From an optimization exercise on the open Yosys and OpenROAD flow, aimed at small area; shortcuts taken in it are not production practice. In this exercise RTL edits were held to simulation tests only and were not proved equivalent to the original. Power figures rest on the tool's default switching activity, not on a simulated workload. The flow treats the clock pin as an ideal source, which a real chip does not have.

==> design.v <==
module uart_vector_processor #(
    parameter int BIT_RATE = 115200,
    parameter int CLK_FREQ = 1_843_200,
    parameter int MAX_VECT_SIZE = 8,
    parameter int MAX_MAT_ROWS = 4,
    parameter int MAX_MAT_COLS = 4
)(
    input wire clk,
    input wire resetn,
    input wire uart_rx,
    output wire uart_tx,
    output wire led_busy,
    output wire led_rx_active,
    output wire led_tx_active,
    output wire led_error
);
    localparam [2:0] S_IDLE = 3'b000,    
                     S_SZ   = 3'b001,    
                     S_OP1  = 3'b010,    
                     S_OP2  = 3'b011,    
                     S_TX   = 3'b100,    
                     S_ERR  = 3'b101;    
    reg [2:0] st;
    reg       frm;           
    reg [7:0] fc;            
    reg [3:0] ph;            
    reg [3:0] w;             
    reg [1:0] bi;            
    reg [3:0] L;             
    reg [1:0] op;            
    reg       c;             
    reg       dA;            
    reg       bcur;          
    reg       act;           
    reg       txo;           
    wire [3:0] m = fc[7:4];
    wire s_idle = (st == S_IDLE);
    wire s_sz   = (st == S_SZ);
    wire s_op1  = (st == S_OP1);
    wire s_op2  = (st == S_OP2);
    wire is_tx  = (st == S_TX);
    wire is_err = (st == S_ERR);
    wire is_mat = ~op[1] & ~op[0];
    wire is_dot = op[1] & op[0];
    wire muldot = op[1];
    reg [15:0] rE [0:15];
    reg [15:0] rO [0:15];
    wire [2:0] yidx = w[2:0] & {3{~is_dot}};
    wire XE_lo = rE[{1'b0, w[2:0]}][0];
    wire XO_lo = rO[{1'b0, w[2:0]}][0];
    wire YE = rE[{1'b1, yidx}][0];
    wire YO = rO[{1'b1, yidx}][0];
    wire XE = w[3] ? YE : XE_lo;
    wire XO = w[3] ? YO : XO_lo;
    wire [2:0] bb = {1'b0, bi} + {1'b0, is_tx & is_dot, is_tx & op[1] & ~op[0]};
    wire bitwin = frm & ~m[3];                           
    wire hit    = bitwin & (ph == {bb[1:0], m[2:1]});    
    wire s15    = &ph;
    wire fend   = frm & s15 & m[3] & (m[0] == is_tx);
    wire rxstart = ~frm & ~uart_rx & ~is_err & ~is_tx;
    wire txstart = ~frm & is_tx & s15;
    wire rx   = uart_rx;
    wire rxop = frm & ~is_tx;
    wire rhit = hit & rxop;
    wire [2:0] k = m[2:0];
    wire XR   = m[0] ? XO : XE;                          
    wire cin_add = c & ~((bi == 2'd0) & (k == 3'd0));
    wire nb   = s_op1 ? rx : (XR ^ rx ^ cin_add);
    wire cadd = (XR & rx) | (cin_add & (XR ^ rx));
    wire pass   = act;
    wire pfirst = (ph == 4'd0);
    wire cin_m  = c & ~pfirst;
    wire t0 = bcur & XE;
    wire s0 = YE ^ t0 ^ cin_m;
    wire c1 = (YE & t0) | (cin_m & (YE ^ t0));
    wire t1 = bcur & XO;
    wire s1 = YO ^ t1 ^ c1;
    wire c2 = (YO & t1) | (c1 & (YO ^ t1));
    wire capv = ~bb[2] & (muldot ? (m[0] ? YO : YE) : XR);
    wire wrX  = pass | (rhit & (s_op1 | (s_op2 & ~muldot)));
    wire wrY  = pass | (s_op1 & muldot);
    wire XdE = pass ? (dA & ~pfirst) : (m[0] ? XE : nb);
    wire XdO = pass ? XE : (m[0] ? nb : XO);
    wire YdE = pass & s0;
    wire YdO = pass & s1;
    wire UdE = is_mat ? XdE : YdE;
    wire UdO = is_mat ? XdO : YdO;
    genvar gi;
    generate
        for (gi = 0; gi < 16; gi = gi + 1) begin : g_slot
            wire we;
            wire dE, dO;
            if (gi < 8) begin : g_lo
                assign we = wrX & (w == gi);
                assign dE = XdE;
                assign dO = XdO;
            end else begin : g_hi
                assign we = (wrX & (w == gi)) | (wrY & (yidx == gi - 8));
                assign dE = UdE;
                assign dO = UdO;
            end
            always @(posedge clk) begin
                rE[gi] <= {we ? dE : rE[gi][0], rE[gi][15:1]};
                rO[gi] <= {we ? dO : rO[gi][0], rO[gi][15:1]};
            end
        end
    endgenerate
    wire skip = is_mat & (w[1:0] == L[1:0]);
    wire [3:0] wnx = (w | {2'b00, skip, skip}) + 4'd1;
    wire last = (w == L);
    wire brin = (k == 3'd0) | c;
    wire dbit = rx ^ brin;
    always @(posedge clk) begin
        ph <= ph + 4'd1;
        fc <= rxstart ? 8'hF1 : txstart ? 8'h00 : fc + 8'd1;
        if (pass) begin
            c  <= c2;
            dA <= XO;
        end else if (rhit) begin
            c <= s_sz ? (brin & ~rx) : cadd;
        end
        if (rhit & s_idle) begin
            if (k == 3'd0) op[0] <= rx;
            if (k == 3'd1) op[1] <= rx;
        end
        if (rhit & s_sz & (bi == 2'd0) & ~k[2] & (~k[1] | ~is_mat)) begin
            if (is_mat & w[0]) L <= {L[3:2], dbit, L[1]};
            else               L <= {dbit, L[3:1]};
        end
        if (is_tx) begin
            if (hit) bcur <= capv;
        end else if (s15)
            bcur <= rx;
        if (s15)
            act <= bitwin & rxop & s_op2 & muldot;
        if (fend) begin
            if (s_idle) begin
                bi <= 2'd0;
                w  <= 4'd0;
            end else begin
                bi <= bi + 2'd1;
                if (bi == 2'd3)
                    w <= s_sz ? {3'b000, is_mat & ~w[0]} : (last ? 4'd0 : wnx);
            end
        end
    end
    always @(posedge clk or negedge resetn) begin
        if (!resetn) begin
            st  <= S_IDLE;
            frm <= 1'b0;
            txo <= 1'b1;
        end else begin
            if (rxstart | txstart) frm <= 1'b1;
            else if (fend)         frm <= 1'b0;
            if (s15)
                txo <= ~txstart & ~(is_tx & bitwin & ~(hit ? capv : bcur));
            if (rhit & s_idle & (k[2] | k[1]) & (rx ^ (~k[2] & ~k[0] & is_mat)))
                st <= S_ERR;
            else if (fend & (bi == 2'd3 | s_idle)) begin
                case (st)
                    S_IDLE: st <= S_SZ;
                    S_SZ:   if (~(is_mat & ~w[0])) st <= S_OP1;
                    S_OP1:  if (last) st <= S_OP2;
                    S_OP2:  if (last) st <= S_TX;
                    S_TX:   if (last | is_dot) st <= S_IDLE;
                    default: ;
                endcase
            end
        end
    end
    assign uart_tx       = txo;
    assign led_tx_active = is_tx;
    assign led_rx_active = ~st[2] & (st[1] | st[0]);
    assign led_busy      = led_rx_active | is_tx;
    assign led_error     = is_err;
endmodule
==> run.sh <==
#!/bin/bash
# synth_recipe.tcl (not shown) runs the flow's synth.tcl, then flattens the netlist and writes it again
# the make line also repeats each setting of config.mk as NAME=value (left out here)
make -C /OpenROAD-flow-scripts/flow DESIGN_CONFIG=/design/flow/config.mk WORK_HOME=/design/flow/orfs CLKGATE_MAP_FILE= SYNTH_SCRIPT=/design/flow/synth_recipe.tcl finish
==> config.mk <==
export PLATFORM = sky130hd
export DESIGN_NAME = uart_vector_processor
export DESIGN_NICKNAME = uart_vector_processor
export VERILOG_FILES = /design/flow/design.v
export SDC_FILE = /design/flow/constraint.sdc
export NUM_CORES = 8
export LEC_CHECK = 0
export ABC_CLOCK_PERIOD_IN_PS = 1000000
export CAP_MARGIN = 20
export CORE_MARGIN = 2
export CORE_UTILIZATION = 40
export CTS_CLUSTER_DIAMETER = 100
export CTS_CLUSTER_SIZE = 35
export SLEW_MARGIN = 20
==> constraint.sdc <==
create_clock -name core_clock -period 100.0 [get_ports {clk}]
set_input_delay 20.0000 -clock core_clock [delete_from_list [all_inputs] [get_ports {clk}]]
set_output_delay 20.0000 -clock core_clock [all_outputs]
set_load 0.01 [all_outputs]
==> qor.txt, run 1 <==
status: finished clean
GR Overflow Total: 0
Routed wire per std cell: 13.4 µm
Root Driver: clkbuf_16
CP max FO: 10
Via density: 4.17
post-CTS resize count: 0
Pleak: 5.67 nW
fill count: 2931
setup violators final: 0
placed cell count: 1282
TritonCTS Buffers: 19
final worst slack: 77.55 ns
first-pass GRT wire length: 27600 µm
met3 WL post-DR: 733 µm
register area share after synthesis: 0.835
Final min period: 22.45 ns
hold buffers post-CTS: 0
postcts setup bufs: 0
startpoint types: flop
Die ar.: 34700 µm²
Top Ports: 8
GRT Resource Usage Total: 0.103
layout cells sized above 1: 0.0915
critical path endpoint category: output pin
Syn. warnings: 3
dominant synthesized flop cell: dfxtp_1
Hold Fails Final Rpt: 0
CTS tree: done
Reg2Reg Setup Slack: 95.95 ns
nets@finish: 880
worst min-delay path startpoint: rO[1][5]
Distinct cells, synth: 64
CP required: 80.00 ns
maximum VDD drop: 0.0155 mV
Design Area, Final: 14300 µm²
Hold/Removal Path Class: reg -> reg
pin count of the biggest net entering global routing: 37
uppermost layer routed: met4
initial antenna violation count: 0
CTS clk-pin slew, worst paths: 0.12 ns
Die Width: 186 µm
Setup Skew: 0.0180 ns
initial core utilization: 0.407
hold_ws: 0.322 ns
WS Path Type: reg -> out
delay-heaviest family, CP: buffers and inverters
Final Max Tran Viols: 0
WP data arrival: 2.45 ns
Hold EP: rO[1][4]
max-cap violations: 0
DP Area: 13800 µm²
area delta synth->final: 7.96%
row cnt: 66
Tightest Pin Transition: 0.879 ns
drt pass-1 iters: 5
Tcrit/Tclk final: 0.225
Mapped Nets: 869
die height: 186 µm
DR vias: 5438
# port buffers: 7
max_slew headroom: 0.414
H-tree depth: 1
RSZ-0062 raised after global routing: false
Worst path slowest cell: clkdlybuf4s50_1
DRC violation total after the first TritonRoute iteration: 303
reg2reg end: rO[12][15]
setup tns final: 0 ns
PnR Total Power: 0.313 mW
CTS sink count: 545
hpwl dp: 11300 µm
vias in the first global route: 5033
Max Freq: 0.0445 GHz
post-route ant nets: 0
post-synthesis instance total: 850
FFs w/ async S/R, synth: 0.00917
Power Density: 21.8 nW/µm²
fin cells: 1305
WL met2: 7100 µm
core footprint: 32600 µm²
RePlAce Congestion: 0.790
Hold Crit Depth: 0
# diodes: 0
pre-CTS WS: 77.49 ns
Yosys reg bits: 545
worst r2r path cells: 11
Util after Layout: 0.440
Avg Inst Size Synth: 15.6 µm²
drc violations: 0
FF-to-FF Start: st[1]
Met1 Wirelength: 9340 µm
Post-synth EDFFs: 16
Clock Latency Late Sink: 0.54 ns
DRT Wirelength: 17500 µm
worst path cell trace: nor2_1 > ha_1 > clkdlybuf4s50_1
crit path buf inv count: 1
Clock Path Buffers: 3
Mapped Area: 13300 µm²
Crit path largest cell delay: 0.62 ns
-- per-layer routing --
layer / GRT usage / up-vias
met5: 0 / -
met4: 0.0239 / 0
met3: 0.0185 / 21
met2: 0.151 / 73
met1: 0.159 / 2572
li1: - / 2772
-- synth_stat cells (2+ instances only) --
cell type | instances | area (µm²)
mux4_2 | 5 | 113
a211oi_1 | 2 | 15.0
mux2_2 | 34 | 383
a21oi_1 | 6 | 30.0
a31oi_1 | 6 | 37.5
nor2b_1 | 3 | 18.8
nor3_1 | 10 | 50.1
xor2_1 | 6 | 52.6
nand4_1 | 3 | 18.8
ha_1 | 12 | 150
a21boi_0 | 2 | 15.0
dfrtp_1 | 4 | 100
buf_2 | 4 | 20.0
fa_1 | 4 | 80.1
nor4_1 | 3 | 18.8
dfxtp_1 | 524 | 10500
nand2b_1 | 6 | 37.5
a21o_1 | 2 | 15.0
a311oi_1 | 2 | 17.5
a21oi_2 | 2 | 17.5
clkbuf_1 | 10 | 37.5
mux2i_1 | 5 | 50.1
or2_2 | 5 | 31.3
nor3_2 | 2 | 20.0
xnor2_1 | 13 | 114
and2_1 | 6 | 37.5
edfxtp_1 | 16 | 480
nand3_1 | 9 | 45.0
nand2_1 | 29 | 109
o21ai_0 | 11 | 55.1
and3_1 | 8 | 50.1
nor3b_1 | 3 | 22.5
nor2_1 | 38 | 143
a32oi_1 | 2 | 17.5
inv_1 | 21 | 78.8
o31a_1 | 2 | 17.5
buf_1 | 2 | 7.51
o2bb2ai_1 | 2 | 17.5
-- worst max path at each step --
stage	cells past startpoint	from	end	slack [ns]
2_1_floorplan	7	uart_rx	rO[0][15]	78.51
3_3_place_gp	8	uart_rx	rE[14][15]	77.53
3_5_place_dp	8	uart_rx	rE[12][15]	77.49
4_1_cts	3	st[1]	led_tx_active	77.54
5_1_grt	3	st[1]	led_tx_active	77.41
6_report	3	st[1]	led_tx_active	77.55
-- final cells by class --
cell class / instances / area, µm² / area share
sequential: 545 / 11100 / 0.774
tap: 442 / 553 / 0.0386
inverter: 21 / 78.8 / 0.00550
timing repair buffer: 9 / 85.1 / 0.00593
clock buffer: 21 / 483 / 0.0337
multi-input combinational: 265 / 2020 / 0.141
clock inverter: 2 / 25.0 / 0.00175
-- logic make-up (layout without fill, tap and decap cells) --
family                   count (synthesis)  count (layout)  synth area share
XOR/XNOR                                19              19            0.0125
multiplexers                            45              45            0.0422
adder cells (fa/ha/maj)                 16              16            0.0173
buffers and inverters                   40              53            0.0126
AO/OA/AOI/OAI                           50              50            0.0280
flip-flops                             545             545             0.835
AND/OR/NAND/NOR                        135             135            0.0519
-- state kept, by name (all words and copies together) (netlist names) --
name,count
rE,256
bi,2
dA,1
fc,8
c,1
rO,256
frm,1
act,1
op,2
txo,1
st,3
L,4
ph,4
bcur,1
w,4
-- power by group --
group | switching (mW) | total [mW] | internal, mW
Combinational | 0.000281 | 0.000499 | 0.000217
Clock | 0.0582 | 0.0939 | 0.0356
Sequential | 0.000206 | 0.219 | 0.219
-- placed cells by master (no fill, tap or decap), types with 3 or more instances in the layout --
cell             instances
dfxtp_1                524
nor2_1                  38
mux2_2                  34
nand2_1                 29
inv_1                   21
clkbuf_16               19
edfxtp_1                16
xnor2_1                 13
ha_1                    12
o21ai_0                 11
nor3_1                  10
nand3_1                  9
and3_1                   8
clkdlybuf4s50_1          7
xor2_1                   6
and2_1                   6
a31oi_1                  6
a21oi_1                  6
nand2b_1                 6
or2_2                    5
mux4_2                   5
mux2i_1                  5
fa_1                     4
dfrtp_1                  4
nor2b_1                  3
nand4_1                  3
nor3b_1                  3
nor4_1                   3
==> run 2: changes to the inputs <==
==> flow/run.sh (new file) <==
#!/bin/bash
# Own layout flow: the standard ORFS flow (standard.sh), with
#  - synthesis unchanged except that ABC maps the logic with an area-oriented
#    script (flow/abc_area.script) instead of ORFS's speed script; registers
#    are mapped before ABC runs, so they are the standard synthesis's;
#  - smaller port buffers and no CTS dummy loads.
# Each tool's output goes to a log file in the work folder (and ORFS's own
# logs under orfs/logs).
set -euo pipefail
W=$(pwd)

# ORFS scripts, with ABC's script replaced
rm -rf "$W/scripts_area"
cp -r "$FLOW_HOME/scripts" "$W/scripts_area"
cp "$W/flow/abc_area.script" "$W/scripts_area/abc_speed.script"

bash standard.sh SCRIPTS_DIR="$W/scripts_area" synth > "$W/synth.log" 2>&1

export BUFFER_PORTS_ARGS="-buffer_cell sky130_fd_sc_hd__buf_1"
export CTS_ARGS="-sink_clustering_enable -repair_clock_nets -sink_clustering_size 38 -sink_clustering_max_diameter 60 -dont_use_dummy_load"
bash standard.sh > "$W/layout.log" 2>&1
==> flow/abc_area.script (new file) <==
strash
ifraig
dc2
dch -f
map -a
topo
==> standard.sh (new file) <==
#!/bin/bash
# synth_recipe.tcl (not shown) runs the flow's synth.tcl, then flattens the netlist and writes it again
# the make line also repeats each setting of config.mk as NAME=value (left out here)
make -C /OpenROAD-flow-scripts/flow DESIGN_CONFIG=/design/flow/config.mk WORK_HOME=/design/flow/orfs CLKGATE_MAP_FILE= SYNTH_SCRIPT=/design/flow/synth_recipe.tcl "${@:-finish}"
==> config.mk (replaced) <==
export PLATFORM = sky130hd
export DESIGN_NAME = uart_vector_processor
export DESIGN_NICKNAME = uart_vector_processor
export VERILOG_FILES = /design/flow/design.v
export SDC_FILE = /design/flow/constraint.sdc
export NUM_CORES = 8
export LEC_CHECK = 0
export CAP_MARGIN = 20
export CORE_MARGIN = 2
export CORE_UTILIZATION = 40
export SLEW_MARGIN = 20
removed: run.sh
==> run 2 against run 1 <==
Against the previous run:
- still clean
- clock power rose by 14%
- non-clock buffer count shrank 1
- sequential power up 19%
- count of clock-buffer cells in the layout increased by 6
- global-route usage is 0.25 points lower
- fmax down 0.61%
==> qor.txt, run 2 <==
status: finished clean (unchanged)
fin cells: 1333 (was 1305)
Post-synth EDFFs: 16 (unchanged)
hpwl dp: 10900 µm (was 11300 µm)
initial core utilization: 0.408 (was 0.407)
synth top area cells: dfxtp_1, edfxtp_1, nor2_1, clkinv_1, nand2_1 (was dfxtp_1, edfxtp_1, mux2_2, ha_1, nor2_1)
drc violations: 0 (unchanged)
Max Freq: 0.0443 GHz (was 0.0445 GHz)
GRT Resource Usage Total: 0.101 (was 0.103)
nets@finish: 952 (was 880)
Tcrit/Tclk final: 0.226 (was 0.225)
RePlAce Congestion: 0.910 (was 0.790)
Sw Ratio: 0.227 (was 0.187)
cell mode on critical path: o21ai_0
drt pass-1 iters: 4 (was 5)
Die ar.: 33700 µm² (was 34700 µm²)
first-pass GRT wire length: 26900 µm (was 27600 µm)
startpoint types: input port (was flop)
Tightest Pin Transition: 0.989 ns (was 0.879 ns)
Root Driver: clkbuf_16 (unchanged)
DRC violation total after the first TritonRoute iteration: 330 (was 303)
WS Path Type: in -> reg (was reg -> out)
Clock Latency Late Sink: 0.58 ns (was 0.54 ns)
CTS sink count: 545 (unchanged)
Die Width: 184 µm (was 186 µm)
setup violators final: 0 (unchanged)
Clock Path Buffers: 3 (unchanged)
Power Density: 28.1 nW/µm² (was 21.8 nW/µm²)
DR vias: 5731 (was 5438)
Final Max Tran Viols: 0 (unchanged)
CTS tree: done (unchanged)
H-tree depth: 1 (unchanged)
placed cell count: 1306 (was 1282)
post-synthesis instance total: 896 (was 850)
PnR Total Power: 0.397 mW (was 0.313 mW)
Top Ports: 8 (unchanged)
max-cap violations: 0 (unchanged)
worst path cell trace: buf_1 > clkinv_1 > fa_1 > nor2_1 > a21oi_1 > o21ai_0 > o21ai_0 > nor2_1 > a31oi_1 > o21ai_0 (was nor2_1 > ha_1 > clkdlybuf4s50_1)
Reg power frac: 0.657 (was 0.699)
initial antenna violation count: 0 (unchanged)
layout cells sized above 1: 0.0365 (was 0.0915)
Hold Fails Final Rpt: 0 (unchanged)
RSZ-0062 raised after global routing: false (unchanged)
Psw: 0.0899 mW (was 0.0587 mW)
post-route ant nets: 0 (unchanged)
Pleak: 5.54 nW (was 5.67 nW)
FFs w/ async S/R, synth: 0.00917 (unchanged)
Syn. warnings: 3 (unchanged)
Setup Skew: 0.0675 ns (was 0.0180 ns)
Internal: 0.307 mW (was 0.255 mW)
Mapped Nets: 915 (was 869)
CTS clk-pin slew, worst paths: 0.12 ns (about the same)
Routed wire per std cell: 12.4 µm (was 13.4 µm)
hold buffers post-CTS: 0 (unchanged)
CP max FO: 9 (was 10)
Distinct cells, synth: 31 (was 64)
Final min period: 22.59 ns (was 22.45 ns)
Via density: 4.30 (was 4.17)
Synth top area share: 0.813 (was 0.790)
pin count of the biggest net entering global routing: 39 (was 37)
row cnt: 65 (was 66)
DRT Wirelength: 16500 µm (was 17500 µm)
postcts setup bufs: 0 (unchanged)
TritonCTS Buffers: 27 (was 19)
Design Area, Final: 14100 µm² (was 14300 µm²)
clock share of power: 0.269 (was 0.300)
post-CTS resize count: 0 (unchanged)
dominant synthesized flop cell: dfxtp_1 (unchanged)
most common cell after layout, fill and taps aside: dfxtp_1 (unchanged)
Hold/Removal Path Class: reg -> reg (unchanged)
WP data arrival: 22.96 ns (was 2.45 ns)
core footprint: 31600 µm² (was 32600 µm²)
die height: 184 µm (was 186 µm)
most frequent cell after synthesis: dfxtp_1 (unchanged)
Yosys reg bits: 545 (unchanged)
Comb power frac: 0.074 (was 0.002)
register area share after synthesis: 0.860 (was 0.835)
# diodes: 0 (unchanged)
# port buffers: 7 (unchanged)
leading area contributor after synthesis: dfxtp_1 (unchanged)
Worst path slowest cell: o21ai_0 (was clkdlybuf4s50_1)
final worst slack: 77.41 ns (was 77.55 ns)
delay-heaviest family, CP: compound AO/OA/AOI/OAI gates (was buffers and inverters)
Avg Inst Size Synth: 14.4 µm² (was 15.6 µm²)
Post-synth top cells: dfxtp_1, nor2_1, clkinv_1 (was dfxtp_1, nor2_1, mux2_2)
DP Area: 13400 µm² (was 13800 µm²)
crit path buf inv count: 2 (was 1)
pre-CTS WS: 76.87 ns (was 77.49 ns)
vias in the first global route: 5398 (was 5033)
critical path endpoint category: flop (was output pin)
maximum VDD drop: 0.0111 mV (was 0.0155 mV)
Crit path largest cell delay: 0.79 ns (was 0.62 ns)
most frequent cells in the layout: dfxtp_1, nor2_1, clkinv_1, nand2_1, o21ai_0 (was dfxtp_1, nor2_1, mux2_2, nand2_1, inv_1)
max_slew headroom: 0.334 (was 0.414)
Largest regs: rE x256, rO x256, fc x8 (unchanged)
setup tns final: 0 ns (unchanged)
CP required: 100.37 ns (was 80.00 ns)
area delta synth->final: 9.40% (was 7.96%)
Mapped Area: 12900 µm² (was 13300 µm²)
GR Overflow Total: 0 (unchanged)
run 2: path summary, 6_finish.rpt:
kind | startpoint | to | slack [ns] | depth (start not counted)
max | uart_rx | rO[9][15] | 77.41 | 10
min | rO[9][12] | rO[9][11] | 0.26 | 0
max reg2reg | w[0] | rO[9][15] | 94.83 | 19
min reg2reg | rO[9][12] | rO[9][11] | 0.26 | 0
max in group asynchronous | resetn | st[0] | 80.44 | 1
min in group asynchronous | resetn | st[1] | 19.26 | 1
run 2: per-layer routing:
metal  vias up  global-route usage  part of all wire  wire, µm
li1       2941                   -                 -         -
met2       101               0.144              0.40      6510
met4         0              0.0381             0.032       524
met1      2651               0.149              0.52      8590
met5         -                   0                 0         0
met3        38              0.0216             0.051       844
run 2: worst reg2reg max path: stages, from the launching register on:
cell      delay [ns]
edfxtp_1        0.45
clkinv_1        0.21
nor2_1          0.32
clkinv_1        0.14
nor2_1          0.29
clkinv_1        0.15
nor2_1          0.16
a22oi_1         0.09
nand4_1         0.22
a22oi_1         0.18
nand2_1         0.09
o21ai_0         0.20
fa_1            0.56
nor2_1          0.04
a21oi_1         0.17
o21ai_0         0.10
o21ai_0         0.79
nor2_1          0.07
a31oi_1         0.59
o21ai_0         0.16
run 2: area by class of cell:
cell class	count	area (µm²)
clock buffer	27	676
inverter	55	206
tap	402	503
timing repair buffer	8	33.8
multi-input combinational	296	1600
sequential	545	11100
fill	2804	17500
run 2: metrics by stage:
stage                     hold slack (ns)   util
after floorplan                     0.310      -
after global placement              0.310  0.425
after detailed placement            0.312  0.425
after CTS                           0.255  0.446
after global routing                0.253  0.446
final                               0.259  0.446
run 2: logic make-up after synthesis:
group                    Yosys count  synth area share
AND/OR/NAND/NOR                  172            0.0555
adder cells (fa/ha/maj)           16            0.0178
AO/OA/AOI/OAI                     99            0.0443
buffers and inverters             55            0.0160
flip-flops                       545             0.860
XOR/XNOR                           9           0.00611
run 2: power groups by stage:
stage / logic (mW) / registers, mW / clock network [mW]
floorplan: 0.0215 / 0.260 / 0
global placement: 0.0288 / 0.265 / 0
detailed placement: 0.0294 / 0.266 / 0
CTS: 0.0297 / 0.261 / 0.111
global route: 0.0342 / 0.264 / 0.119
finish: 0.0294 / 0.261 / 0.107
==> run 3: changes to the inputs <==
--- a/flow/run.sh
+++ b/flow/run.sh
@@ -17,5 +17,5 @@
 bash standard.sh SCRIPTS_DIR="$W/scripts_area" synth > "$W/synth.log" 2>&1
 
 export BUFFER_PORTS_ARGS="-buffer_cell sky130_fd_sc_hd__buf_1"
-export CTS_ARGS="-sink_clustering_enable -repair_clock_nets -sink_clustering_size 38 -sink_clustering_max_diameter 60 -dont_use_dummy_load"
+export CTS_ARGS="-sink_clustering_enable -repair_clock_nets -sink_clustering_size 35 -sink_clustering_max_diameter 100 -dont_use_dummy_load -buf_list sky130_fd_sc_hd__clkbuf_16 -root_buf sky130_fd_sc_hd__clkbuf_16"
 bash standard.sh > "$W/layout.log" 2>&1
--- a/config.mk
+++ b/config.mk
@@ -8,4 +8,6 @@
 export CAP_MARGIN = 20
 export CORE_MARGIN = 2
 export CORE_UTILIZATION = 40
+export CTS_CLUSTER_DIAMETER = 100
+export CTS_CLUSTER_SIZE = 35
 export SLEW_MARGIN = 20
==> run 3 against run 2 <==
Against the previous run:
- sequential power is essentially flat
- design area is 1.4% lower
- sequential cell count unchanged
- first-iteration DRC count shrank 4.5%
- hold slack gained 0.049 ns
- via count fell by 0.45%
- critical path type unchanged
- setup slack improved by 0.032 ns
- highest routed layer unchanged
- critical path depth is the same
- power fell by 4.0%
==> qor.txt, run 3 <==
status: finished clean (unchanged)
# diodes: 0 (unchanged)
pin count of the biggest net entering global routing: 36 (was 39)
Top Ports: 8 (unchanged)
synth top area cells: dfxtp_1, edfxtp_1, nor2_1, clkinv_1, nand2_1 (unchanged)
DRT Wirelength: 16400 µm (was 16500 µm)
cell mode on critical path: o21ai_0 (unchanged)
most frequent cells in the layout: dfxtp_1, nor2_1, clkinv_1, nand2_1, o21ai_0 (unchanged)
initial antenna violation count: 0 (unchanged)
FFs w/ async S/R, synth: 0.00917 (unchanged)
Hold Fails Final Rpt: 0 (unchanged)
nets@finish: 944 (was 952)
Synth top area share: 0.813 (unchanged)
Crit path largest cell delay: 0.77 ns (was 0.79 ns)
post-synthesis instance total: 896 (unchanged)
Die ar.: 33700 µm² (unchanged)
Power Density: 27.4 nW/µm² (was 28.1 nW/µm²)
CP required: 100.39 ns (was 100.37 ns)
GR Overflow Total: 0 (unchanged)
register area share after synthesis: 0.860 (unchanged)
Syn. warnings: 3 (unchanged)
Avg Inst Size Synth: 14.4 µm² (unchanged)
maximum VDD drop: 0.0126 mV (was 0.0111 mV)
Distinct cells, synth: 31 (unchanged)
max-cap violations: 0 (unchanged)
Max Freq: 0.0443 GHz (about the same)
Via density: 4.31 (was 4.30)
post-route ant nets: 0 (unchanged)
die height: 184 µm (unchanged)
Worst path slowest cell: o21ai_0 (unchanged)
post-CTS resize count: 0 (unchanged)
CTS tree: done (unchanged)
DRC violation total after the first TritonRoute iteration: 315 (was 330)
RePlAce Congestion: 0.910 (unchanged)
Final Max Tran Viols: 0 (unchanged)
CP max FO: 9 (unchanged)
WP data arrival: 22.95 ns (was 22.96 ns)
Routed wire per std cell: 12.4 µm (about the same)
core footprint: 31600 µm² (unchanged)
delay-heaviest family, CP: compound AO/OA/AOI/OAI gates (unchanged)
Tightest Pin Transition: 0.952 ns (was 0.989 ns)
area delta synth->final: 7.85% (was 9.40%)
row cnt: 65 (unchanged)
Clock Path Buffers: 3 (unchanged)
TritonCTS Buffers: 19 (was 27)
WS Path Type: in -> reg (unchanged)
H-tree depth: 1 (unchanged)
vias in the first global route: 5322 (was 5398)
# port buffers: 7 (unchanged)
worst path cell trace: buf_1 > clkinv_1 > fa_1 > nor2_1 > a21oi_1 > o21ai_0 > o21ai_0 > nor2_1 > a31oi_1 > o21ai_0 (unchanged)
Final min period: 22.56 ns (was 22.59 ns)
final worst slack: 77.44 ns (was 77.41 ns)
leading area contributor after synthesis: dfxtp_1 (unchanged)
setup violators final: 0 (unchanged)
drt pass-1 iters: 5 (was 4)
dominant synthesized flop cell: dfxtp_1 (unchanged)
Yosys reg bits: 545 (unchanged)
critical path endpoint category: flop (unchanged)
Hold/Removal Path Class: reg -> reg (unchanged)
startpoint types: input port (unchanged)
postcts setup bufs: 0 (unchanged)
GRT Resource Usage Total: 0.0994 (was 0.101)
CTS clk-pin slew, worst paths: 0.12 ns (about the same)
Tcrit/Tclk final: 0.226 (about the same)
most frequent cell after synthesis: dfxtp_1 (unchanged)
Pleak: 5.44 nW (was 5.54 nW)
Mapped Nets: 915 (unchanged)
hold buffers post-CTS: 0 (unchanged)
Mapped Area: 12900 µm² (unchanged)
Post-synth EDFFs: 16 (unchanged)
layout cells sized above 1: 0.0282 (was 0.0365)
CTS sink count: 545 (unchanged)
Post-synth top cells: dfxtp_1, nor2_1, clkinv_1 (unchanged)
hpwl dp: 10900 µm (unchanged)
Root Driver: clkbuf_16 (unchanged)
crit path buf inv count: 2 (unchanged)
DR vias: 5705 (was 5731)
Die Width: 184 µm (unchanged)
most common cell after layout, fill and taps aside: dfxtp_1 (unchanged)
pre-CTS WS: 76.87 ns (unchanged)
initial core utilization: 0.408 (unchanged)
first-pass GRT wire length: 26500 µm (was 26900 µm)
Clock Latency Late Sink: 0.53 ns (was 0.58 ns)
RSZ-0062 raised after global routing: false (unchanged)
setup tns final: 0 ns (unchanged)
max_slew headroom: 0.349 (was 0.334)
Setup Skew: 0.0253 ns (was 0.0675 ns)
Largest regs: rE x256, rO x256, fc x8 (unchanged)
drc violations: 0 (unchanged)
## run 3: cell counts after synthesis
Identical to the previous run, type by type.
## run 3: metrics by stage
step	cells	power (mW)	util	instance area, µm²	hold slack, ns
floorplan	896	0.282	-	12900	0.310
global placement	1306	0.294	0.425	13400	0.310
detailed placement	1306	0.295	0.425	13400	0.312
CTS	1325	0.386	0.440	13900	0.309
global route	1325	0.400	0.440	13900	0.313
finish	1325	0.381	0.440	13900	0.308
## run 3: final cells by class
| cell class | instances | area, µm² |
|---|---|---|
| Inverter | 55 | 206 |
| Tap cell | 402 | 503 |
| Clock buffer | 19 | 475 |
| Multi-Input combinational cell | 296 | 1600 |
| Fill cell | 2828 | 17700 |
| Sequential cell | 545 | 11100 |
| Timing Repair Buffer | 8 | 33.8 |
## run 3: where the power goes
part	internal, mW	leakage, nW	switching, mW	total, mW
Sequential	0.249	4.53	0.0114	0.260
Combinational	0.00969	0.679	0.0198	0.0295
Clock	0.0347	0.234	0.0563	0.0910
Total	0.293	5.44	0.0875	0.381
## run 3: final timing paths
path	start	endpoint	slack (ns)	cells after the start
setup / recovery	uart_rx	rO[9][15]	77.44	10
hold / removal	rE[7][9]	rE[7][8]	0.31	0
setup reg to reg	w[0]	rO[9][15]	94.91	19
hold reg to reg	rE[7][9]	rE[7][8]	0.31	0
max in group asynchronous	resetn	txo	80.41	1
min in group asynchronous	resetn	frm	19.31	1
## run 3: kinds of logic (layout without fill, tap and decap cells)
group | count (synthesis) | count (layout) | synth area share
buffers and inverters | 55 | 82 | 0.0160
adder cells (fa/ha/maj) | 16 | 16 | 0.0178
flip-flops | 545 | 545 | 0.860
XOR/XNOR | 9 | 9 | 0.00611
AND/OR/NAND/NOR | 172 | 172 | 0.0555
AO/OA/AOI/OAI | 99 | 99 | 0.0443
## run 3: metal layers
layer | part of all wire | wire length, µm | track usage | up-vias
li1 | - | - | - | 2917
met1 | 0.54 | 8820 | 0.147 | 2675
met3 | 0.037 | 606 | 0.0198 | 30
met2 | 0.40 | 6480 | 0.146 | 83
met5 | 0 | 0 | 0 | -
met4 | 0.029 | 478 | 0.0330 | 0
==> run 4: changes to the inputs <==
--- a/flow/run.sh
+++ b/flow/run.sh
@@ -17,5 +17,5 @@
 bash standard.sh SCRIPTS_DIR="$W/scripts_area" synth > "$W/synth.log" 2>&1
 
 export BUFFER_PORTS_ARGS="-buffer_cell sky130_fd_sc_hd__buf_1"
-export CTS_ARGS="-sink_clustering_enable -repair_clock_nets -sink_clustering_size 35 -sink_clustering_max_diameter 100 -dont_use_dummy_load -buf_list sky130_fd_sc_hd__clkbuf_16 -root_buf sky130_fd_sc_hd__clkbuf_16"
+export CTS_ARGS="-sink_clustering_enable -repair_clock_nets -sink_clustering_size 30 -sink_clustering_max_diameter 100 -dont_use_dummy_load -buf_list sky130_fd_sc_hd__buf_12"
 bash standard.sh > "$W/layout.log" 2>&1
==> run 4 against run 3 <==
Against the previous run:
- hold slack got worse by 0.040 ns
- non-clock buffer count is the same
- clock power increased by 2.9%
- utilization decreased by 0.11 points
- count of clock-buffer cells in the layout up 3
- setup slack worse by 0.090 ns
==> qor.txt, run 4 <==
Tightest Pin Transition: 0.988 ns (was 0.952 ns)
most common cell after layout, fill and taps aside: dfxtp_1 (unchanged)
WS Path Type: in -> reg (unchanged)
Mapped Nets: 915 (unchanged)
Syn. warnings: 3 (unchanged)
leading area contributor after synthesis: dfxtp_1 (unchanged)
Tcrit/Tclk final: 0.226 (about the same)
post-route ant nets: 0 (unchanged)
WP data arrival: 22.97 ns (was 22.95 ns)
FFs w/ async S/R, synth: 0.00917 (unchanged)
fill count: 2822 (was 2828)
post-CTS resize count: 0 (unchanged)
Max Freq: 0.0442 GHz (was 0.0443 GHz)
Reg2Reg Setup Slack: 94.82 ns (was 94.91 ns)
area delta synth->final: 7.58% (was 7.85%)
maximum VDD drop: 0.0113 mV (was 0.0126 mV)
RSZ-0062 raised after global routing: false (unchanged)
worst r2r path cells: 19 (unchanged)
pin count of the biggest net entering global routing: 31 (was 36)
PnR Total Power: 0.384 mW (was 0.381 mW)
initial antenna violation count: 0 (unchanged)
die height: 184 µm (unchanged)
Largest regs: rE x256, rO x256, fc x8 (unchanged)
CTS tree: done (unchanged)
Post-synth EDFFs: 16 (unchanged)
Top Ports: 8 (unchanged)
CTS sink count: 545 (unchanged)
CP required: 100.32 ns (was 100.39 ns)
nets@finish: 947 (was 944)
Root Driver: buf_12 (was clkbuf_16)
initial core utilization: 0.408 (unchanged)
Critical Path End: rO[8][15] (was rO[9][15])
postcts setup bufs: 0 (unchanged)
register area share after synthesis: 0.860 (unchanged)
Final min period: 22.65 ns (was 22.56 ns)
CP max FO: 9 (unchanged)
Mapped Area: 12900 µm² (unchanged)
max-cap violations: 0 (unchanged)
TritonCTS Buffers: 22 (was 19)
Yosys reg bits: 545 (unchanged)
DRC violation total after the first TritonRoute iteration: 327 (was 315)
vias in the first global route: 5407 (was 5322)
hpwl dp: 10900 µm (unchanged)
GRT Resource Usage Total: 0.101 (was 0.0994)
# port buffers: 7 (unchanged)
Die ar.: 33700 µm² (unchanged)
startpoint types: input port (unchanged)
synth top area cells: dfxtp_1, edfxtp_1, nor2_1, clkinv_1, nand2_1 (unchanged)
Synth top area share: 0.813 (unchanged)
setup violators final: 0 (unchanged)
Die Width: 184 µm (unchanged)
area of the multi-input gates: 1600 µm² (unchanged)
core footprint: 31600 µm² (unchanged)
Avg Inst Size Synth: 14.4 µm² (unchanged)
Post-synth top cells: dfxtp_1, nor2_1, clkinv_1 (unchanged)
Final Max Tran Viols: 0 (unchanged)
status: finished clean (unchanged)
drt pass-1 iters: 7 (was 5)
drc violations: 0 (unchanged)
most frequent cell after synthesis: dfxtp_1 (unchanged)
Hold Fails Final Rpt: 0 (unchanged)
CTS clk-pin slew, worst paths: 0.10 ns (was 0.12 ns)
Clock Latency Late Sink: 0.48 ns (was 0.53 ns)
setup tns final: 0 ns (unchanged)
DR vias: 5705 (unchanged)
hold buffers post-CTS: 0 (unchanged)
Hold/Removal Path Class: reg -> reg (unchanged)
Via density: 4.30 (was 4.31)
H-tree depth: 1 (unchanged)
post-synthesis instance total: 896 (unchanged)
layout cells sized above 1: 0.0313 (was 0.0282)
max_slew headroom: 0.334 (was 0.349)
FF-to-FF Start: w[0] (unchanged)
first-pass GRT wire length: 27000 µm (was 26500 µm)
Setup Skew: 0.0474 ns (was 0.0253 ns)
critical path endpoint category: flop (unchanged)
Routed wire per std cell: 12.5 µm (was 12.4 µm)
RePlAce Congestion: 0.910 (unchanged)
row cnt: 65 (unchanged)
Clock Path Buffers: 3 (unchanged)
most frequent cells in the layout: dfxtp_1, nor2_1, clkinv_1, nand2_1, o21ai_0 (unchanged)
dominant synthesized flop cell: dfxtp_1 (unchanged)
GR Overflow Total: 0 (unchanged)
DRT Wirelength: 16600 µm (was 16400 µm)
Pleak: 5.41 nW (was 5.44 nW)
FF/Latch Area: 11100 µm² (unchanged)
# diodes: 0 (unchanged)
Power Density: 27.7 nW/µm² (was 27.4 nW/µm²)
Distinct cells, synth: 31 (unchanged)
Crit. Startpoint: uart_rx (unchanged)
reg2reg end: rO[8][15] (was rO[9][15])
[run 4: worst max-delay path: stages]
cell and delay [ns]:
buf_1 0.29, clkinv_1 0.20, fa_1 0.56, nor2_1 0.04, a21oi_1 0.18, o21ai_0 0.10, o21ai_0 0.79, nor2_1 0.07
a31oi_1 0.60, a21oi_1 0.14
[run 4: metal layers]
metal,track usage,share of wire,vias to the layer above
met1,0.150,0.54,2659
li1,-,-,2928
met3,0.0206,0.045,36
met2,0.147,0.39,82
met5,0,0,-
met4,0.0349,0.026,0
[run 4: cells by family after synthesis]
| group | synth area share |
|---|---|
| and+or+nand+nor | 0.0555 |
| adders and majority gates | 0.0178 |
| AOI/OAI and AO/OA | 0.0443 |
| DFF | 0.860 |
| xor gates and xnor gates | 0.00611 |
| buffers and inverters | 0.0160 |
[run 4: final cells by class]
cell class,count,area share
inverter,55,0.0149
clock buffer,22,0.0317
timing repair buffer,8,0.00243
tap,402,0.0362
multi-input combinational,296,0.115
sequential,545,0.800
[run 4: where the power goes]
group          internal (mW)  switching, mW
clock network         0.0344         0.0591
logic                0.00968         0.0199
registers              0.249         0.0115
[run 4: how the worst min path moves through the flow]
stage	from	end	cells past startpoint
after floorplan	rE[0][1]	rE[0][0]	0
after global placement	rE[15][9]	rE[15][8]	0
after detailed placement	rE[10][4]	rE[10][3]	0
after CTS	rO[4][13]	rO[4][12]	0
after global routing	rO[4][13]	rO[4][12]	0
final	rO[4][13]	rO[4][12]	0
[run 4: metrics by stage]
stage,cell area (µm²),hold slack [ns],utilization,setup WS [ns],std cells
finish,13900,0.269,0.439,77.35,1328
global placement,13400,0.310,0.425,76.96,1306
global route,13900,0.264,0.439,77.00,1328
floorplan,12900,0.310,-,77.99,896
detailed placement,13400,0.312,0.425,76.87,1306
CTS,13900,0.266,0.439,77.38,1328
==> run 5: changes to the inputs <==
--- a/flow/run.sh
+++ b/flow/run.sh
@@ -17,5 +17,5 @@
 bash standard.sh SCRIPTS_DIR="$W/scripts_area" synth > "$W/synth.log" 2>&1
 
 export BUFFER_PORTS_ARGS="-buffer_cell sky130_fd_sc_hd__buf_1"
-export CTS_ARGS="-sink_clustering_enable -repair_clock_nets -sink_clustering_size 30 -sink_clustering_max_diameter 100 -dont_use_dummy_load -buf_list sky130_fd_sc_hd__buf_12"
+export CTS_ARGS="-sink_clustering_enable -repair_clock_nets -sink_clustering_size 35 -sink_clustering_max_diameter 80 -dont_use_dummy_load"
 bash standard.sh > "$W/layout.log" 2>&1
==> run 5 against run 4 <==
Against the previous run:
- global-route usage fell by 0.15 points
- power fell by 0.63%
- sequential share of layout area fell by 0.20 points
- die area did not move
- cell count fell by 0.23%
- first-iteration DRC count rose by 12%
- clock skew fell by 0.0049 ns
- sequential cell count did not move
- clock power fell by 2.6%
- largest power group unchanged
- highest routed layer unchanged
==> qor.txt, run 5 <==
status: finished clean (unchanged)
DRC violation total after the first TritonRoute iteration: 367 (was 327)
most frequent cell after synthesis: dfxtp_1 (unchanged)
most frequent cells in the layout: dfxtp_1, nor2_1, clkinv_1, nand2_1, o21ai_0 (unchanged)
first-pass GRT wire length: 26600 µm (was 27000 µm)
hpwl dp: 10900 µm (unchanged)
synth top area cells: dfxtp_1, edfxtp_1, nor2_1, clkinv_1, nand2_1 (unchanged)
Final Max Tran Viols: 0 (unchanged)
CP max FO: 9 (unchanged)
most common cell after layout, fill and taps aside: dfxtp_1 (unchanged)
row cnt: 65 (unchanged)
# diodes: 0 (unchanged)
RSZ-0062 raised after global routing: false (unchanged)
die height: 184 µm (unchanged)
Clock Path Buffers: 3 (unchanged)
initial core utilization: 0.408 (unchanged)
Yosys reg bits: 545 (unchanged)
CTS sink count: 545 (unchanged)
post-synthesis instance total: 896 (unchanged)
Tightest Pin Transition: 0.948 ns (was 0.988 ns)
Pleak: 5.44 nW (was 5.41 nW)
GRT Resource Usage Total: 0.0997 (was 0.101)
pin count of the biggest net entering global routing: 36 (was 31)
vias in the first global route: 5294 (was 5407)
CTS clk-pin slew, worst paths: 0.12 ns (was 0.10 ns)
WP data arrival: 22.96 ns (was 22.97 ns)
Post-synth EDFFs: 16 (unchanged)
Die Width: 184 µm (unchanged)
Via density: 4.30 (about the same)
Synth top area share: 0.813 (unchanged)
Root Driver: clkbuf_16 (was buf_12)
area delta synth->final: 7.85% (was 7.58%)
xor/xnor share of the synthesized area: 0.00611 (unchanged)
initial antenna violation count: 0 (unchanged)
Die ar.: 33700 µm² (unchanged)
GR Overflow Total: 0 (unchanged)
Setup Skew: 0.0425 ns (was 0.0474 ns)
Post-synth top cells: dfxtp_1, nor2_1, clkinv_1 (unchanged)
post-synthesis compound-gate area fraction: 0.0443 (unchanged)
WS Path Type: in -> reg (unchanged)
Distinct cells, synth: 31 (unchanged)
startpoint types: input port (unchanged)
Adder-Cell Fraction of Synth Area: 0.0178 (unchanged)
hold buffers post-CTS: 0 (unchanged)
Final min period: 22.59 ns (was 22.65 ns)
post-CTS resize count: 0 (unchanged)
setup tns final: 0 ns (unchanged)
Hold/Removal Path Class: reg -> reg (unchanged)
nets@finish: 944 (was 947)
register area share after synthesis: 0.860 (unchanged)
FFs w/ async S/R, synth: 0.00917 (unchanged)
Max Freq: 0.0443 GHz (was 0.0442 GHz)
DP Area: 13400 µm² (unchanged)
largest family of logic cells by synthesized area: simple AND/OR/NAND/NOR gates (unchanged)
post-synthesis simple-gate area fraction: 0.0555 (unchanged)
# port buffers: 7 (unchanged)
leading area contributor after synthesis: dfxtp_1 (unchanged)
post-route ant nets: 0 (unchanged)
DRT Wirelength: 16500 µm (was 16600 µm)
mux cell area share after synthesis: 0 (unchanged)
Routed wire per std cell: 12.4 µm (was 12.5 µm)
max_slew headroom: 0.351 (was 0.334)
DR vias: 5691 (was 5705)
Top Ports: 8 (unchanged)
Mapped Area: 12900 µm² (unchanged)
critical path endpoint category: flop (unchanged)
dominant synthesized flop cell: dfxtp_1 (unchanged)
Avg Inst Size Synth: 14.4 µm² (unchanged)
RePlAce Congestion: 0.910 (unchanged)
Mapped Nets: 915 (unchanged)
postcts setup bufs: 0 (unchanged)
Clock Latency Late Sink: 0.53 ns (was 0.48 ns)
setup violators final: 0 (unchanged)
CP required: 100.37 ns (was 100.32 ns)
Largest regs: rE x256, rO x256, fc x8 (unchanged)
Syn. warnings: 3 (unchanged)
Tcrit/Tclk final: 0.226 (about the same)
CTS tree: done (unchanged)
TritonCTS Buffers: 19 (was 22)
Power Density: 27.4 nW/µm² (was 27.7 nW/µm²)
layout cells sized above 1: 0.0282 (was 0.0313)
drc violations: 0 (unchanged)
Design Area, Final: 13900 µm² (about the same)
max-cap violations: 0 (unchanged)
maximum VDD drop: 0.0138 mV (was 0.0113 mV)
drt pass-1 iters: 5 (was 7)
core footprint: 31600 µm² (unchanged)
H-tree depth: 1 (unchanged)
Hold Fails Final Rpt: 0 (unchanged)
## run 5: cell counts after synthesis
Identical to the previous run, type by type.
## run 5: metal layers
metal  part of all wire  vias up  global-route usage  wire length, µm
met5                  0        -                   0                0
met4              0.030        0              0.0349              500
met3              0.036       27              0.0194              586
met2               0.39       79               0.145             6450
met1               0.54     2665               0.148             8930
li1                   -     2920                   -                -
## run 5: worst max-delay path: stages
cell	delay [ns]
buf_1	0.29
clkinv_1	0.20
fa_1	0.56
nor2_1	0.04
a21oi_1	0.18
o21ai_0	0.10
o21ai_0	0.76
nor2_1	0.07
a31oi_1	0.60
o21ai_0	0.16
## run 5: report_power, final
group / total (mW) / switching (mW) / leakage [nW] / internal, mW
combinational: 0.0295 / 0.0199 / 0.679 / 0.00969
sequential: 0.261 / 0.0115 / 4.53 / 0.249
clock: 0.0912 / 0.0565 / 0.234 / 0.0347
## run 5: area by class of cell
type / instances / area (µm²)
Timing Repair Buffer: 8 / 33.8
Tap cell: 402 / 503
Inverter: 55 / 206
Sequential cell: 545 / 11100
Multi-Input combinational cell: 296 / 1600
Clock buffer: 19 / 475
Fill cell: 2825 / 17700
## run 5: path summary, 6_finish.rpt
check,from,end,slack [ns],depth (start not counted)
min in group asynchronous,resetn,frm,19.33,1
min reg2reg,rO[10][11],rO[10][10],0.31,0
max in group asynchronous,resetn,txo,80.40,1
max,uart_rx,rO[9][15],77.41,10
min,rO[10][11],rO[10][10],0.31,0
max reg2reg,w[0],rO[9][15],94.89,19
## run 5: kinds of logic (layout without fill, tap and decap cells)
family | after synthesis | after routing
compound gates | 99 | 99
xor+xnor | 9 | 9
fa+ha+maj | 16 | 16
buf+inv | 55 | 82
flops | 545 | 545
simple gates | 172 | 172
## run 5: metrics by stage
stage	setup slack, ns	util	hold WS [ns]	power, mW	instances
floorplan	77.99	-	0.310	0.282	896
CTS	77.41	0.440	0.308	0.386	1325
finish	77.41	0.440	0.310	0.381	1325
global placement	76.96	0.425	0.310	0.294	1306
detailed placement	76.87	0.425	0.312	0.295	1306
global route	77.04	0.440	0.327	0.400	1325
==> run 6: changes to the inputs <==
--- a/flow/run.sh
+++ b/flow/run.sh
@@ -17,5 +17,5 @@
 bash standard.sh SCRIPTS_DIR="$W/scripts_area" synth > "$W/synth.log" 2>&1
 
 export BUFFER_PORTS_ARGS="-buffer_cell sky130_fd_sc_hd__buf_1"
-export CTS_ARGS="-sink_clustering_enable -repair_clock_nets -sink_clustering_size 35 -sink_clustering_max_diameter 80 -dont_use_dummy_load"
+export CTS_ARGS="-sink_clustering_enable -repair_clock_nets -sink_clustering_size 37 -sink_clustering_max_diameter 100 -dont_use_dummy_load"
 bash standard.sh > "$W/layout.log" 2>&1
==> run 6 against run 5 <==
Against the previous run:
- still clean on timing, DRC and antenna
- critical path depth did not move
- setup slack got worse by 0.033 ns
- global-route usage barely moved
- cell count barely moved
- die area did not move
- combinational power barely moved
- count of clock-buffer cells in the layout fell by 1
- wire length rose by 0.16%
- sequential cell count did not move
- clock skew fell by 0.014 ns
- area after synthesis did not move
- sequential power barely moved
- highest routed layer unchanged
==> qor.txt, run 6 <==
status: finished clean (unchanged)
Mapped Nets: 915 (unchanged)
area delta synth->final: 7.65% (was 7.85%)
CP max FO: 9 (unchanged)
core footprint: 31600 µm² (unchanged)
postcts setup bufs: 0 (unchanged)
synth top area cells: dfxtp_1, edfxtp_1, nor2_1, clkinv_1, nand2_1 (unchanged)
WS Path Type: in -> reg (unchanged)
row cnt: 65 (unchanged)
area of the multi-input gates: 1600 µm² (unchanged)
Final min period: 22.63 ns (was 22.59 ns)
Internal: 0.292 mW (was 0.293 mW)
Mapped Area: 12900 µm² (unchanged)
setup tns final: 0 ns (unchanged)
Die Width: 184 µm (unchanged)
critical path endpoint category: flop (unchanged)
max-cap violations: 0 (unchanged)
Crit path largest cell delay: 0.82 ns (was 0.76 ns)
first-pass GRT wire length: 26600 µm (about the same)
Post-synth top cells: dfxtp_1, nor2_1, clkinv_1 (unchanged)
initial core utilization: 0.408 (unchanged)
FF/Latch Area: 11100 µm² (unchanged)
Power Density: 27.3 nW/µm² (was 27.4 nW/µm²)
Largest regs: rE x256, rO x256, fc x8 (unchanged)
Root Driver: clkbuf_16 (unchanged)
Sw Ratio: 0.232 (was 0.230)
Reg power frac: 0.686 (was 0.683)
fill count: 2829 (was 2825)
CTS sink count: 545 (unchanged)
Comb power frac: 0.078 (was 0.077)
maximum VDD drop: 0.0121 mV (was 0.0138 mV)
Tightest Pin Transition: 1.03 ns (was 0.948 ns)
hold buffers post-CTS: 0 (unchanged)
Crit. Startpoint: uart_rx (unchanged)
Hold/Removal Path Class: reg -> reg (unchanged)
vias in the first global route: 5336 (was 5294)
Clock Latency Late Sink: 0.53 ns (about the same)
Routed wire per std cell: 12.5 µm (was 12.4 µm)
Pleak: 5.43 nW (was 5.44 nW)
most frequent cell after synthesis: dfxtp_1 (unchanged)
GR Overflow Total: 0 (unchanged)
Post-synth EDFFs: 16 (unchanged)
most frequent cells in the layout: dfxtp_1, nor2_1, clkinv_1, nand2_1, o21ai_0 (unchanged)
Avg Inst Size Synth: 14.4 µm² (unchanged)
DRC violation total after the first TritonRoute iteration: 284 (was 367)
Clock Path Buffers: 3 (unchanged)
H-tree depth: 1 (unchanged)
pre-CTS WS: 76.87 ns (unchanged)
setup violators final: 0 (unchanged)
FFs w/ async S/R, synth: 0.00917 (unchanged)
Yosys reg bits: 545 (unchanged)
final worst slack: 77.37 ns (was 77.41 ns)
register area share after synthesis: 0.860 (unchanged)
nets@finish: 943 (was 944)
DRT Wirelength: 16500 µm (about the same)
post-CTS resize count: 0 (unchanged)
initial antenna violation count: 0 (unchanged)
hpwl dp: 10900 µm (unchanged)
Die ar.: 33700 µm² (unchanged)
Via density: 4.29 (was 4.30)
WP data arrival: 23.00 ns (was 22.96 ns)
CTS tree: done (unchanged)
Worst path slowest cell: o21ai_0 (unchanged)
dominant synthesized flop cell: dfxtp_1 (unchanged)
pin count of the biggest net entering global routing: 38 (was 36)
layout cells sized above 1: 0.0271 (was 0.0282)
CTS clk-pin slew, worst paths: 0.12 ns (about the same)
RePlAce Congestion: 0.910 (unchanged)
Final Max Tran Viols: 0 (unchanged)
post-synthesis instance total: 896 (unchanged)
clock share of power: 0.236 (was 0.239)
GRT Resource Usage Total: 0.0999 (was 0.0997)
post-route ant nets: 0 (unchanged)
drc violations: 0 (unchanged)
# diodes: 0 (unchanged)
most common cell after layout, fill and taps aside: dfxtp_1 (unchanged)
Max Freq: 0.0442 GHz (was 0.0443 GHz)
leading area contributor after synthesis: dfxtp_1 (unchanged)
Setup Skew: 0.0285 ns (was 0.0425 ns)
worst min-delay path startpoint: rO[9][3] (was rO[10][11])
CP required: 100.38 ns (was 100.37 ns)
Tcrit/Tclk final: 0.226 (about the same)
RSZ-0062 raised after global routing: false (unchanged)
Hold Fails Final Rpt: 0 (unchanged)
die height: 184 µm (unchanged)
Psw: 0.0880 mW (was 0.0879 mW)
drt pass-1 iters: 5 (unchanged)
startpoint types: input port (unchanged)
FF-to-FF Start: w[0] (unchanged)
Synth top area share: 0.813 (unchanged)
# port buffers: 7 (unchanged)
TritonCTS Buffers: 18 (was 19)
Distinct cells, synth: 31 (unchanged)
Top Ports: 8 (unchanged)
worst path cell trace: buf_1 > clkinv_1 > fa_1 > nor2_1 > a21oi_1 > o21ai_0 > o21ai_0 > nor2_1 > a31oi_1 > a21oi_1 (was buf_1 > clkinv_1 > fa_1 > nor2_1 > a21oi_1 > o21ai_0 > o21ai_0 > nor2_1 > a31oi_1 > o21ai_0)
DR vias: 5682 (was 5691)
Syn. warnings: 3 (unchanged)
max_slew headroom: 0.308 (was 0.351)
==> run 6: cell type report <==
class                      count  share of cell area
inverter                      55              0.0149
clock buffer                  18              0.0324
timing repair buffer           8             0.00243
multi-input combinational    296               0.115
tap                          402              0.0362
sequential                   545               0.799
==> run 6: power by group through the flow <==
| stage | Combinational [mW] | Sequential, mW | Clock (mW) |
|---|---|---|---|
| 5_1_grt | 0.0342 | 0.264 | 0.100 |
| 3_3_place_gp | 0.0288 | 0.265 | 0 |
| 2_1_floorplan | 0.0215 | 0.260 | 0 |
| 6_report | 0.0296 | 0.261 | 0.0896 |
| 4_1_cts | 0.0297 | 0.261 | 0.0929 |
| 3_5_place_dp | 0.0294 | 0.266 | 0 |
==> run 6: final timing paths <==
| check | to | slack (ns) | cells after the start |
|---|---|---|---|
| min reg2reg | rO[9][2] | 0.32 | 0 |
| max in group asynchronous | txo | 80.40 | 1 |
| min | rO[9][2] | 0.32 | 0 |
| max | rO[12][15] | 77.37 | 10 |
| min in group asynchronous | st[2] | 19.31 | 1 |
| max reg2reg | rO[12][15] | 94.81 | 19 |
==> run 6: cell families (layout without fill, tap and decap cells) <==
logic type      Yosys count  count (layout)  synth area share
simple gates            172             172            0.0555
fa+ha+maj                16              16            0.0178
xor+xnor                  9               9           0.00611
buf+inv                  55              81            0.0160
compound gates           99              99            0.0443
flops                   545             545             0.860
==> run 6: through the flow <==
| step | cell area (µm²) | hold WS (ns) | utilization | std cells | power (mW) |
|---|---|---|---|---|---|
| 2_1_floorplan | 12900 | 0.310 | - | 896 | 0.282 |
| 3_3_place_gp | 13400 | 0.310 | 0.425 | 1306 | 0.294 |
| 3_5_place_dp | 13400 | 0.312 | 0.425 | 1306 | 0.295 |
| 4_1_cts | 13900 | 0.323 | 0.439 | 1324 | 0.384 |
| 5_1_grt | 13900 | 0.337 | 0.439 | 1324 | 0.398 |
| 6_report | 13900 | 0.320 | 0.439 | 1324 | 0.380 |
==> run 6: critical path, delay by kind of cell <==
family	cells	cell delay [ns]
compound gates	5	1.84
fa+ha+maj	1	0.56
buf+inv	2	0.50
simple gates	2	0.12
==> run 6: routing by layer <==
metal	share of wire	routed length, µm	GRT usage	up-vias
met5	0	0	0	-
met4	0.024	396	0.0326	0
met3	0.045	740	0.0208	33
met2	0.39	6420	0.145	95
met1	0.54	8930	0.148	2638
li1	-	-	-	2916
==> run 7: changes to the inputs <==
--- a/flow/run.sh
+++ b/flow/run.sh
@@ -17,5 +17,5 @@
 bash standard.sh SCRIPTS_DIR="$W/scripts_area" synth > "$W/synth.log" 2>&1
 
 export BUFFER_PORTS_ARGS="-buffer_cell sky130_fd_sc_hd__buf_1"
-export CTS_ARGS="-sink_clustering_enable -repair_clock_nets -sink_clustering_size 37 -sink_clustering_max_diameter 100 -dont_use_dummy_load"
+export CTS_ARGS="-sink_clustering_enable -repair_clock_nets -sink_clustering_size 32 -sink_clustering_max_diameter 100 -dont_use_dummy_load -buf_list sky130_fd_sc_hd__buf_12"
 bash standard.sh > "$W/layout.log" 2>&1
==> run 7 against run 6 <==
Against the previous run:
- combinational power is essentially flat
- setup slack lost 0.057 ns
- clock skew grew 0.0055 ns
- utilization shrank 0.095 points
- sequential power is essentially flat
- register-to-register slack is essentially flat
- largest power group unchanged
- highest routed layer unchanged
==> qor.txt, run 7 <==
status: finished clean (unchanged)
initial core utilization: 0.408 (unchanged)
leading area contributor after synthesis: dfxtp_1 (unchanged)
setup tns final: 0 ns (unchanged)
GRT Resource Usage Total: 0.101 (was 0.0999)
Final Max Tran Viols: 0 (unchanged)
Mapped Nets: 915 (unchanged)
maximum VDD drop: 0.0138 mV (was 0.0121 mV)
critical path endpoint category: flop (unchanged)
post-synthesis instance total: 896 (unchanged)
CP required: 100.32 ns (was 100.38 ns)
postcts setup bufs: 0 (unchanged)
hpwl dp: 10900 µm (unchanged)
Final min period: 22.68 ns (was 22.63 ns)
Max Freq: 0.0441 GHz (was 0.0442 GHz)
Distinct cells, synth: 31 (unchanged)
die height: 184 µm (unchanged)
Post-synth EDFFs: 16 (unchanged)
setup violators final: 0 (unchanged)
DRC violation total after the first TritonRoute iteration: 369 (was 284)
Via density: 4.33 (was 4.29)
most frequent cells in the layout: dfxtp_1, nor2_1, clkinv_1, nand2_1, o21ai_0 (unchanged)
drt pass-1 iters: 4 (was 5)
post-CTS resize count: 0 (unchanged)
TritonCTS Buffers: 21 (was 18)
nets@finish: 946 (was 943)
pin count of the biggest net entering global routing: 33 (was 38)
Mapped Area: 12900 µm² (unchanged)
max-cap violations: 0 (unchanged)
Root Driver: buf_12 (was clkbuf_16)
register area share after synthesis: 0.860 (unchanged)
Power Density: 27.5 nW/µm² (was 27.3 nW/µm²)
WS Path Type: in -> reg (unchanged)
FFs w/ async S/R, synth: 0.00917 (unchanged)
Top Ports: 8 (unchanged)
H-tree depth: 1 (unchanged)
DR vias: 5747 (was 5682)
initial antenna violation count: 1 (was 0)
fin cells: 1327 (was 1324)
WP data arrival: 23.00 ns (about the same)
GR Overflow Total: 0 (unchanged)
CTS clk-pin slew, worst paths: 0.11 ns (was 0.12 ns)
Setup Skew: 0.0340 ns (was 0.0285 ns)
Yosys reg bits: 545 (unchanged)
most frequent cell after synthesis: dfxtp_1 (unchanged)
RSZ-0062 raised after global routing: false (unchanged)
max_slew headroom: 0.307 (was 0.308)
startpoint types: input port (unchanged)
hold buffers post-CTS: 0 (unchanged)
row cnt: 65 (unchanged)
Tightest Pin Transition: 1.03 ns (about the same)
# port buffers: 7 (unchanged)
post-route ant nets: 0 (unchanged)
Hold Fails Final Rpt: 0 (unchanged)
drc violations: 0 (unchanged)
Synth top area share: 0.813 (unchanged)
Clock Latency Late Sink: 0.47 ns (was 0.53 ns)
Pleak: 5.40 nW (was 5.43 nW)
layout cells sized above 1: 0.0303 (was 0.0271)
vias in the first global route: 5341 (was 5336)
Die Width: 184 µm (unchanged)
dominant synthesized flop cell: dfxtp_1 (unchanged)
Die ar.: 33700 µm² (unchanged)
Clock Path Buffers: 3 (unchanged)
Tcrit/Tclk final: 0.227 (was 0.226)
Post-synth top cells: dfxtp_1, nor2_1, clkinv_1 (unchanged)
Largest regs: rE x256, rO x256, fc x8 (unchanged)
placed cell count: 1306 (unchanged)
CTS sink count: 545 (unchanged)
synth top area cells: dfxtp_1, edfxtp_1, nor2_1, clkinv_1, nand2_1 (unchanged)
# diodes: 0 (unchanged)
CP max FO: 9 (unchanged)
most common cell after layout, fill and taps aside: dfxtp_1 (unchanged)
Avg Inst Size Synth: 14.4 µm² (unchanged)
Syn. warnings: 3 (unchanged)
RePlAce Congestion: 0.910 (unchanged)
CTS tree: done (unchanged)
core footprint: 31600 µm² (unchanged)
Hold/Removal Path Class: reg -> reg (unchanged)
area delta synth->final: 7.42% (was 7.65%)
Routed wire per std cell: 12.5 µm (about the same)
fill count: 2828 (was 2829)
DRT Wirelength: 16500 µm (about the same)
first-pass GRT wire length: 26800 µm (was 26600 µm)
## run 7: cell counts after synthesis
Identical to the previous run, type by type.
## run 7: cell families (layout without fill, tap and decap cells)
logic type | Yosys count | after routing | share of synthesized area
and+or+nand+nor | 172 | 172 | 0.0555
adders and majority gates | 16 | 16 | 0.0178
xor gates and xnor gates | 9 | 9 | 0.00611
buffers and inverters | 55 | 84 | 0.0160
DFF | 545 | 545 | 0.860
AOI/OAI and AO/OA | 99 | 99 | 0.0443
## run 7: worst max-delay path, cell delays in order
cell and delay [ns]:
buf_1 0.30, clkinv_1 0.20, fa_1 0.56, nor2_1 0.04, a21oi_1 0.17, o21ai_0 0.10
o21ai_0 0.82, nor2_1 0.07, a31oi_1 0.59, o21ai_0 0.16
## run 7: final timing paths
check                      slack [ns]        end       from  cells after the start
min in group asynchronous       19.39      st[1]     resetn                      1
max in group asynchronous       80.32        txo     resetn                      1
max                             77.32  rO[9][15]    uart_rx                     10
max reg2reg                     94.81  rO[9][15]       w[0]                     19
min                              0.32   rE[6][9]  rE[6][10]                      0
min reg2reg                      0.32   rE[6][9]  rE[6][10]                      0
## run 7: cell type report
cell class / instances / area, µm² / area share
sequential: 545 / 11100 / 0.801
multi-input combinational: 296 / 1600 / 0.115
tap: 402 / 503 / 0.0363
clock buffer: 21 / 420 / 0.0303
inverter: 55 / 206 / 0.0149
timing repair buffer: 8 / 33.8 / 0.00244
## run 7: report_power, final
group	internal (mW)	total [mW]	switching (mW)
logic	0.00968	0.0295	0.0198
clock network	0.0330	0.0913	0.0583
registers	0.249	0.261	0.0115
total	0.292	0.381	0.0897
## run 7: through the flow
stage / power [mW] / worst slack (ns) / cell area, µm² / hold slack (ns) / util
floorplan: 0.282 / 77.99 / 12900 / 0.310 / -
global placement: 0.294 / 76.96 / 13400 / 0.310 / 0.425
detailed placement: 0.295 / 76.87 / 13400 / 0.312 / 0.425
CTS: 0.386 / 77.35 / 13900 / 0.319 / 0.438
global route: 0.401 / 77.01 / 13900 / 0.328 / 0.438
finish: 0.381 / 77.32 / 13900 / 0.319 / 0.438
## run 7: routing by layer
layer	global-route usage	wire, µm	vias to the layer above
met2	0.145	6530	95
met4	0.0333	355	0
met1	0.150	8890	2697
met3	0.0208	748	27
li1	-	-	2928
met5	0	0	-

[re-timing with driven ports]
Ports are ideal in the flow. The routed layouts listed here were re-timed in OpenROAD.
Step 1: set_driving_cell puts a clkbuf_16 on clk and a buf_2 on each other input, an assumption about the parent block.
Step 2 adds t to the input delays and takes it off the output delays; t is the mean of the earliest and latest rising clock arrival at the registers after step 1. Input paths then give back, and output paths get back, about the clock's delay inside the block.
Slacks: no drivers / after step 1 / after step 2; pairs: no drivers / after step 1.
| run | t, ns | slack for setup (ns) | clock arrival spread, ns | worst data-port slew with drivers (ns) |
|---|---|---|---|---|
| run 1 | 0.575 | 77.546 / 77.502 / 77.461 | 0.019 / 0.019 | 0.03 |
| run 2 | 0.579 | 77.409 / 77.427 / 76.848 | 0.094 / 0.093 | 0.03 |
| run 3 | 0.560 | 77.441 / 77.459 / 76.899 | 0.026 / 0.026 | 0.03 |
| run 4 | 0.505 | 77.351 / 77.370 / 76.865 | 0.055 / 0.054 | 0.03 |
| run 5 | 0.557 | 77.406 / 77.423 / 76.866 | 0.043 / 0.043 | 0.03 |
| run 6 | 0.561 | 77.374 / 77.391 / 76.830 | 0.029 / 0.029 | 0.03 |
| run 7 | 0.497 | 77.316 / 77.337 / 76.839 | 0.035 / 0.035 | 0.03 |
After both steps every run listed still meets setup and hold. The setup slack of run 2, which loses most, moves by +0.018 ns with the drivers and by -0.561 ns with both steps.
